From an optimization exercise on the open Yosys and OpenROAD flow, aimed at a short achievable clock period and few clock cycles; shortcuts taken in it are not production practice.
For this run, only the layout was checked, not whether the RTL still works.
Power figures rest on the tool's default switching activity, not on a simulated workload.

### flow/standard.sh
#!/bin/bash
# synth_recipe.tcl (not shown) runs the flow's synth.tcl, then flattens the netlist and writes it again
# the make line also repeats each setting of config.mk as NAME=value (left out here)
make -C /OpenROAD-flow-scripts/flow DESIGN_CONFIG=/design/flow/config.mk WORK_HOME=/design/flow/orfs CLKGATE_MAP_FILE= SYNTH_SCRIPT=/design/flow/synth_recipe.tcl "${@:-finish}"
### flow/design.v
`timescale 1 ns / 100 ps
module sign_ext_16_32(d, q);
	input [15:0] d;
	output [31:0] q;
	assign q = { {16{d[15]}}, d};
endmodule
`timescale 1ns/1ps
module alu(op_sub, sel_sum, sel_slt, sel_and, sel_or, sel_nor, rd1, rd2, res);
	input op_sub;
	input sel_sum;
	input sel_slt;
	input sel_and;
	input sel_or;
	input sel_nor;
	input [31:0] rd1;
	input [31:0] rd2;
	output [31:0] res;
	wire [32:0] sum;
	assign sum = {1'b0, rd1} + {1'b0, rd2 ^ {32{op_sub}}} + {32'b0, op_sub};
	wire [31:0] orv = rd1 | rd2;
	assign res = ({32{sel_sum}} & sum[31:0])
		| {31'b0, sel_slt & ~sum[32]}
		| ({32{sel_and}} & (rd1 & rd2))
		| ({32{sel_or}} & orv)
		| ({32{sel_nor}} & ~orv);
endmodule
`timescale 1ns/1ns
module register_file(clk, rsel1, rsel2, we, wd, rd1, rd2);
	input clk;
	input [31:1] rsel1;
	input [31:1] rsel2;
	input [31:1] we;
	input [31:0] wd;
	output reg [31:0] rd1;
	output reg [31:0] rd2;
	reg [31:0] memory [1:31];
	integer i;
	always @(*) begin
		rd1 = 32'b0;
		rd2 = 32'b0;
		for (i = 1; i < 32; i = i + 1) begin
			rd1 = rd1 | ({32{rsel1[i]}} & memory[i]);
			rd2 = rd2 | ({32{rsel2[i]}} & memory[i]);
		end
	end
	genvar g;
	generate
		for (g = 1; g < 32; g = g + 1) begin : regs
			always @(posedge clk) begin
				if (we[g])
					memory[g] <= wd;
			end
		end
	endgenerate
endmodule
`timescale 1ns/1ns
module single_cycle_mips_32(clk, rst, imem_addr, imem_rdata, dmem_addr,
	dmem_wdata, dmem_we, dmem_rdata);
	input clk;
	input rst;
	output [31:0] imem_addr;
	input [31:0] imem_rdata;
	output [31:0] dmem_addr;
	output [31:0] dmem_wdata;
	output dmem_we;
	input [31:0] dmem_rdata;
	localparam R_TYPE 		= 6'b000000;
	localparam LOAD_WORD 	= 6'b100011;
	localparam STORE_WORD 	= 6'b101011;
	localparam BRANCH_EQ	= 6'b000100;
	localparam JUMP 		= 6'b000010;
	reg [31:0] pc;
	reg x_valid;
	reg [31:0] x_pc4;
	reg [15:0] x_imm;
	reg [31:1] x_rs_oh;
	reg [31:1] x_rt_oh;
	reg [31:1] x_wd_oh;		 
	reg x_lw;
	reg x_sw;
	reg x_beq;
	reg x_imm_b;			 
	reg x_sub;
	reg x_sel_sum, x_sel_slt, x_sel_and, x_sel_or, x_sel_nor;
	reg x_fwd_rs;			 
	reg x_fwd_rt;
	reg x_luse;				 
	reg [31:0] m_res;
	reg [31:0] m_wdata;
	reg m_we;
	reg m_lw;
	reg [31:1] m_wd_oh;
	assign imem_addr = pc;
	wire [31:0] fi = imem_rdata;
	wire [31:0] pc4 = pc + 32'd4;
	wire [5:0] f_op = fi[31:26];
	wire [4:0] f_rs = fi[25:21];
	wire [4:0] f_rt = fi[20:16];
	wire [4:0] f_rd = fi[15:11];
	wire [3:0] f_fn = fi[3:0];
	wire f_rtype = f_op == R_TYPE;
	wire f_lw = f_op == LOAD_WORD;
	wire f_sw = f_op == STORE_WORD;
	wire f_beq = f_op == BRANCH_EQ;
	wire f_j = f_op == JUMP;
	wire [4:0] f_dst = f_rtype ? f_rd : f_rt;
	wire f_wen = (f_rtype | f_lw) & (f_dst != 5'd0);
	wire f_add = f_lw | f_sw | (f_rtype & (f_fn == 4'b0000));
	wire f_subf = f_rtype & (f_fn == 4'b0010);
	wire f_and = f_rtype & (f_fn == 4'b0100);
	wire f_or = f_rtype & (f_fn == 4'b0101);
	wire f_slt = f_rtype & (f_fn == 4'b1010);
	wire f_nor = f_rtype & (f_fn == 4'b0111);
	wire f_and_other = f_rtype & ~((f_fn == 4'b0000) | (f_fn == 4'b0010) |
		(f_fn == 4'b0101) | (f_fn == 4'b1010) | (f_fn == 4'b0111));
	wire f_use_rt = f_rtype | f_sw | f_beq;
	wire f_use_rs = f_rtype | f_sw | f_beq | f_lw;
	wire [4:0] x_dst;
	wire x_wen;
	wire f_hit_rs = x_valid & x_wen & (x_dst == f_rs);
	wire f_hit_rt = x_valid & x_wen & (x_dst == f_rt);
	integer k;
	reg [31:1] f_rs_oh, f_rt_oh, f_wd_oh;
	always @(*) begin
		for (k = 1; k < 32; k = k + 1) begin
			f_rs_oh[k] = f_rs == k;
			f_rt_oh[k] = f_rt == k;
			f_wd_oh[k] = f_wen & (f_dst == k);
		end
	end
	reg [4:0] x_dst_r;
	reg x_wen_r;
	assign x_dst = x_dst_r;
	assign x_wen = x_wen_r;
	wire [31:0] rf_rd1, rf_rd2;
	wire [31:0] wd;
	register_file reg_file(
		.clk(clk),
		.rsel1(x_rs_oh),
		.rsel2(x_rt_oh),
		.we(m_wd_oh),
		.wd(wd),
		.rd1(rf_rd1),
		.rd2(rf_rd2)
		);
	wire [31:0] rs_val = x_fwd_rs ? m_res : rf_rd1;
	wire [31:0] rt_val = x_fwd_rt ? m_res : rf_rd2;
	wire [31:0] x_sext;
	sign_ext_16_32 sign_ext(
		.d(x_imm),
		.q(x_sext)
		);
	wire [31:0] alu_b = x_imm_b ? x_sext : rt_val;
	wire [31:0] alu_res;
	alu alu(
		.op_sub(x_sub),
		.sel_sum(x_sel_sum),
		.sel_slt(x_sel_slt),
		.sel_and(x_sel_and),
		.sel_or(x_sel_or),
		.sel_nor(x_sel_nor),
		.rd1(rs_val),
		.rd2(alu_b),
		.res(alu_res)
		);
	wire stall = x_valid & x_luse;
	wire x_go = x_valid & ~x_luse;
	wire x_taken = x_go & x_beq & (rs_val == rt_val);
	wire [31:0] x_target = x_pc4 + {x_sext[29:0], 2'b00};
	always @(posedge clk or posedge rst) begin
		if (rst)
			pc <= 32'b0;
		else if (x_taken)
			pc <= x_target;
		else if (stall)
			pc <= pc;
		else if (f_j)
			pc <= {pc4[31:28], fi[25:0], 2'b00};
		else
			pc <= pc4;
	end
	always @(posedge clk or posedge rst) begin
		if (rst) begin
			x_valid <= 1'b0;
			x_luse <= 1'b0;
			x_fwd_rs <= 1'b0;
			x_fwd_rt <= 1'b0;
		end
		else if (stall) begin
			x_luse <= 1'b0;
			x_fwd_rs <= 1'b0;
			x_fwd_rt <= 1'b0;
		end
		else begin
			x_valid <= ~x_taken & ~f_j;
			x_luse <= x_lw & ((f_use_rs & f_hit_rs) | (f_use_rt & f_hit_rt));
			x_fwd_rs <= ~x_lw & f_hit_rs;
			x_fwd_rt <= ~x_lw & f_hit_rt;
		end
	end
	always @(posedge clk) begin
		if (~stall) begin
			x_pc4 <= pc4;
			x_imm <= fi[15:0];
			x_rs_oh <= f_rs_oh;
			x_rt_oh <= f_rt_oh;
			x_wd_oh <= f_wd_oh;
			x_dst_r <= f_dst;
			x_wen_r <= f_wen;
			x_lw <= f_lw;
			x_sw <= f_sw;
			x_beq <= f_beq;
			x_imm_b <= f_lw | f_sw;
			x_sub <= f_subf | f_slt;
			x_sel_sum <= f_add | f_subf;
			x_sel_slt <= f_slt;
			x_sel_and <= f_and | f_and_other;
			x_sel_or <= f_or;
			x_sel_nor <= f_nor;
		end
	end
	always @(posedge clk or posedge rst) begin
		if (rst) begin
			m_we <= 1'b0;
			m_wd_oh <= 31'b0;
		end
		else begin
			m_we <= x_go & x_sw;
			m_wd_oh <= x_go ? x_wd_oh : 31'b0;
		end
	end
	always @(posedge clk) begin
		m_res <= alu_res;
		m_wdata <= rt_val;
		m_lw <= x_lw;
	end
	assign dmem_addr = m_res;
	assign dmem_wdata = m_wdata;
	assign dmem_we = m_we;
	assign wd = m_lw ? dmem_rdata : m_res;
endmodule
### flow/config.mk
export PLATFORM = sky130hd
export DESIGN_NAME = single_cycle_mips_32
export DESIGN_NICKNAME = single_cycle_mips_32
export VERILOG_FILES = /design/flow/design.v
export SDC_FILE = /design/flow/constraint.sdc
export NUM_CORES = 4
export LEC_CHECK = 0
export ABC_CLOCK_PERIOD_IN_PS = 3000
export CAP_MARGIN = 20
export CORE_MARGIN = 2
export CORE_UTILIZATION = 40
export SLEW_MARGIN = 20
### flow/flow/run.sh
#!/bin/bash
# Standard synthesis and layout; the timing repair steps aim for a larger
# setup margin than the 12 ns clock needs, so that the achieved period shrinks.
set -euo pipefail
bash standard.sh synth > synth.log 2>&1
bash standard.sh SETUP_SLACK_MARGIN=${MARGIN:-8.2} finish > layout.log 2>&1
### flow/constraint.sdc
create_clock -name core_clock -period 12.0 [get_ports {clk}]
set_input_delay 2.4000 -clock core_clock [delete_from_list [all_inputs] [get_ports {clk}]]
set_output_delay 2.4000 -clock core_clock [all_outputs]
set_load 0.01 [all_outputs]
==> implementation parameters <==
Parameter                              Value

Status
  Status ... finished clean

Critical path
  Worst Setup End Kind ... register
  Slowest library cell on the worst path ... sky130_fd_sc_hd__o32a_1
  Critical path start-end classification ... reg -> reg
  Critical Path Start ... x_fwd_rt
  End point of the critical path ... m_res[0]
  Crit-path cells ... buf_4 > inv_2 > buf_4 > o32a_1 > a21oi_4 > xnor2_1 > ha_1 > and3_2 > nand2_1 > o21ai_1 > a41oi_4 > o21ai_2 > a31o_2 > a41o_1 > nor2_2 > a211oi_1 > o22ai_1
  Critical Path Most Common Cell ... sky130_fd_sc_hd__buf_4
  Worst reg-to-reg path cell count ... 17
  Delay contributed by the slowest stage of the critical path ... 0.57 ns
  Worst Path Max Fanout ... 19
  Flop2flop setup slack ... roughly 7.0 ns
  WP data arrival ... ~5.6 ns
  Crit path launch type ... register
  Data required time at the worst endpoint ... roughly 13 ns
  Worst R2R End ... m_res[0]
  Worst flop-to-flop path startpoint ... x_fwd_rt

Layout
  Layout fillers ... about 12000
  Synth-to-layout area growth ... 20.4%
  Leading cell types in the layout, fill and taps excluded ... sky130_fd_sc_hd__edfxtp_1 (1149), sky130_fd_sc_hd__a22oi_1 (331), sky130_fd_sc_hd__a22o_1 (317)
  Ratio of cells with drive above 1 in the final layout ... 19.8%
  Leading cell type in the layout, fill and taps excluded ... sky130_fd_sc_hd__edfxtp_1
  Final net count ... about 4500
  Filler-free cell count of the finished design ... between 6000 and 7000

Global route
  Via count of the first global-routing pass ... ~44000
  Total overflow reported by the global router ... 0
  Number of antenna violations at the first check in global routing ... 5
  Largest net degree at the start of global routing ... 106
  Global routing usage summed across all routing layers ... 36.8%
  Wire length of the first global-routing pass ... ~370000 um

CTS
  # clock sinks ... 1282
  # H-tree levels ... 4
  Clock insertion delay at the later pin of the skew report ... between 0.8 and 0.9 ns
  Bufs on Longest Clock Path ... 3
  Worst-path clk slew ... approximately 0.06 ns
  CTS tree ... done
  Number of buffers inserted during clock tree synthesis ... roughly 140
  Root Buffer ... sky130_fd_sc_hd__clkbuf_16

Floorplan
  Die ar. ... 144000 um^2
  Horiz. Die Dim ... between 300 and 400 um
  Num ports ... between 150 and 200
  Die H ... ~380 um
  Core region area ... ~140000 um^2
  Starting Density ... 40.4%
  FP Rows ... 137

Placed design
  Count of buffers inserted at the top-level ports ... approximately 160
  RD Place Congestion ... slightly below 1
  Total half-perimeter wirelength after legalization and detailed placement ... 151000 um
  Number of instances in the placed design ... between 5000 and 6000

Route
  Drt via density ... 7.50
  Router iterations before antenna repair ... 14
  Detailed-route wire length ... ~280000 um
  WL per Instance ... between 40 and 50 um
  Detailed Route Iter0 Violations ... roughly 11000
  Total vias in the final route ... 47600
  DRC violations left ... 0
  Post-DRT Antenna Nets ... 0

Power and ir drop
  Pleak ... 23.6 nW
  PnR Total Power ... about 11 mW
  PD cells ... 161 nW/um^2
  Worst IR drop on VDD ... between 0.15 and 0.2 mV

Yosys
  Number of enable-type register cells in the synthesized netlist ... 1149
  Main flop type after synthesis ... sky130_fd_sc_hd__edfxtp_1
  Share of flip-flops with an asynchronous set or reset ... between 5 and 6%
  Post-synthesis net count ... a little over 4000
  Yosys top cell area share ... 61.1%
  Synth area leader ... sky130_fd_sc_hd__edfxtp_1
  Sequential element share of the synthesized area ... between 60 and 70%
  Synth top area cells ... sky130_fd_sc_hd__edfxtp_1 (61%), sky130_fd_sc_hd__a22o_1 (4.9%), sky130_fd_sc_hd__a221oi_1 (4.9%)
  Mapped Area ... 56500 um^2
  Distinct cell type count of the synthesized netlist ... 75
  Post-synthesis register bit count ... between 1000 and 1500
  Avg Synthesized Cell Area ... around 14 um^2
  Yosys synthesis warning count ... 3
  Post-synthesis instance total ... roughly 4000

Timing
  Post-route fraction of the period consumed by the critical path ... ~41%
  Hold violation count in the final report ... 0
  Fin Setup TNS ... 0 ns
  Minimum clock period ... 4.96 ns
  Count of endpoints failing setup in the final report ... 0
  F_max ... ~200 MHz
  Remaining max-slew budget at the tightest pin ... between 20 and 25%
  Clk_skew ... between 0.03 and 0.04 ns
  Pins over their slew limit ... 0
  Setup repair after global routing missed its margin ... true
  Slew of the pin with the lowest slew margin ... around 1.2 ns

Worst hold path
  Hold/Removal Path Class ... reg -> reg

Flow run
  Maxcap violations ... 0
==> worst min path at each step <==
| stage | end | slack, ns | cells after the start | from |
|---|---|---|---|---|
| finish | m_lw | 0.44 | 0 | x_lw |
| global route | m_lw | 0.43 | 0 | x_lw |
| CTS | m_lw | 0.43 | 0 | x_lw |
| detailed placement | m_wd_oh[6] | 0.43 | 1 | x_wd_oh[6] |
| global placement | m_lw | 0.41 | 0 | x_lw |
| floorplan | m_lw | 0.39 | 0 | x_lw |
==> critical path: cells and delay by family (launching register included) <==
kind	cells	cell delay [ns]
adder cells (fa/ha/maj)	1	0.41
AND/OR/NAND/NOR	3	0.44
XOR/XNOR	1	0.17
flip-flops	1	0.39
AO/OA/AOI/OAI	9	2.05
buffers and inverters	3	1.33
==> logic make-up after synthesis <==
kind of cell / after synthesis / share of synthesized area (%)
DFF: 1282 / 66.4
and+or+nand+nor: 725 / 6.65
buffers and inverters: 305 / 2.17
muxes: 94 / 1.76
xor gates and xnor gates: 142 / 2.20
AOI/OAI and AO/OA: 1397 / 19.4
adders and majority gates: 63 / 1.42
==> registers in the layout, summed over array words and instances, names as in the netlist, 5 cells and up <==
name             cells
pc                  32
x_wd_oh             31
reg_file.memory    992
x_rt_oh             31
m_wd_oh             31
x_pc4               32
m_wdata             32
x_rs_oh             31
x_imm               16
m_res               32
x_dst_r              5
==> cells in the mapped netlist (4+ instances only) <==
library cell / n
sky130_fd_sc_hd__a211o_1: 6
sky130_fd_sc_hd__nand2b_1: 38
sky130_fd_sc_hd__and2_1: 43
sky130_fd_sc_hd__a32oi_1: 4
sky130_fd_sc_hd__o21bai_1: 10
sky130_fd_sc_hd__o32a_1: 57
sky130_fd_sc_hd__nor2_1: 149
sky130_fd_sc_hd__xor2_1: 43
sky130_fd_sc_hd__nor2b_1: 22
sky130_fd_sc_hd__inv_1: 37
sky130_fd_sc_hd__a221oi_2: 4
sky130_fd_sc_hd__a221oi_1: 313
sky130_fd_sc_hd__buf_2: 45
sky130_fd_sc_hd__o211ai_1: 17
sky130_fd_sc_hd__edfxtp_1: 1149
sky130_fd_sc_hd__a21oi_1: 168
sky130_fd_sc_hd__mux2_2: 41
sky130_fd_sc_hd__dfxtp_1: 65
sky130_fd_sc_hd__mux2i_1: 52
sky130_fd_sc_hd__o21a_1: 6
sky130_fd_sc_hd__a22o_1: 317
sky130_fd_sc_hd__clkbuf_1: 174
sky130_fd_sc_hd__a21o_1: 28
sky130_fd_sc_hd__o221ai_1: 16
sky130_fd_sc_hd__a22oi_1: 331
sky130_fd_sc_hd__or3_1: 11
sky130_fd_sc_hd__buf_1: 39
sky130_fd_sc_hd__nand3b_1: 12
sky130_fd_sc_hd__and3_1: 24
sky130_fd_sc_hd__nand4_1: 147
sky130_fd_sc_hd__a31o_2: 4
sky130_fd_sc_hd__nor4_1: 12
sky130_fd_sc_hd__a21boi_0: 5
sky130_fd_sc_hd__o22ai_1: 11
sky130_fd_sc_hd__a211oi_1: 11
sky130_fd_sc_hd__dfrtp_1: 68
sky130_fd_sc_hd__ha_1: 61
sky130_fd_sc_hd__nor3_1: 40
sky130_fd_sc_hd__a31oi_1: 13
sky130_fd_sc_hd__o311ai_0: 4
sky130_fd_sc_hd__nand3_1: 98
sky130_fd_sc_hd__xnor2_1: 99
sky130_fd_sc_hd__nand2_1: 115
sky130_fd_sc_hd__o21ai_0: 49
==> what timing repair did <==
action / in CTS / in global routing
gates cloned: 6 / 2
pin swaps: 37 / 35
hold buffers: 0 / 0
buffers inserted: 110 / 21
gates resized for setup: 591 / 119
setup endpoints to repair: 194 / 115
==> per-layer routing <==
layer / global-route usage (%) / up-vias / routed length (um)
met5: 0 / - / 48
met4: 25.7 / 6 / 25500
met3: 16.8 / 1470 / 47800
met2: 50.0 / 5402 / 108000
met1: 46.3 / 23300 / 94100
li1: - / 17400 / -
==> where the power goes <==
part           leakage [nW]  switching, mW  internal, mW
sequential             12.4         0.0692          4.96
clock                  2.17           1.82          2.46
combinational          9.07          0.978         0.624
total                  23.6           2.87          8.05
==> stage by stage <==
| stage | area [um^2] | hold slack, ns | worst slack (ns) | utilization [%] |
|---|---|---|---|---|
| 2_1_floorplan | 56900 | 0.395 | 7.75 | - |
| 3_3_place_gp | 60900 | 0.413 | 6.14 | 43.6 |
| 3_5_place_dp | 60900 | 0.432 | 6.12 | 43.6 |
| 4_1_cts | 67400 | 0.429 | 7.17 | 48.2 |
| 5_1_grt | 68000 | 0.432 | 6.98 | 48.6 |
| 6_report | 68000 | 0.436 | 7.04 | 48.6 |
==> layout make-up <==
type	count	area [um^2]	share of cell area, %
clock buffer	173	3770	5.55
antenna	14	35.0	0.0515
sequential	1282	37700	55.4
inverter	42	179	0.263
tap	1876	2350	3.45
multi-input combinational	2421	18800	27.6
clock inverter	69	683	1.00
timing repair buffer	466	4520	6.65

[separate check: timing with driven ports]
The results above use ideal ports. As a check the final layout listed here was re-extracted and re-timed, cells and wires unchanged. Step 1, drivers: a clkbuf_16 drives clk and a buf_2 each remaining input, both assumed. Step 2 moves the port delays by t, midway between the first and last clock arrival at a register: inputs arrive t later, outputs are due t later. That takes back most of the time a late clock gives input paths. a / b / c = ideal ports / drivers / drivers and shift; a / b = the first two.
t, ns: 0.865
slack for setup (ns): 7.040 / 7.040 / 7.040
cell pins on the clock port's net: 1
After both steps setup and hold are still met in this run. The setup slack of this run moves by 0.000 ns with the drivers and by 0.000 ns with both steps.
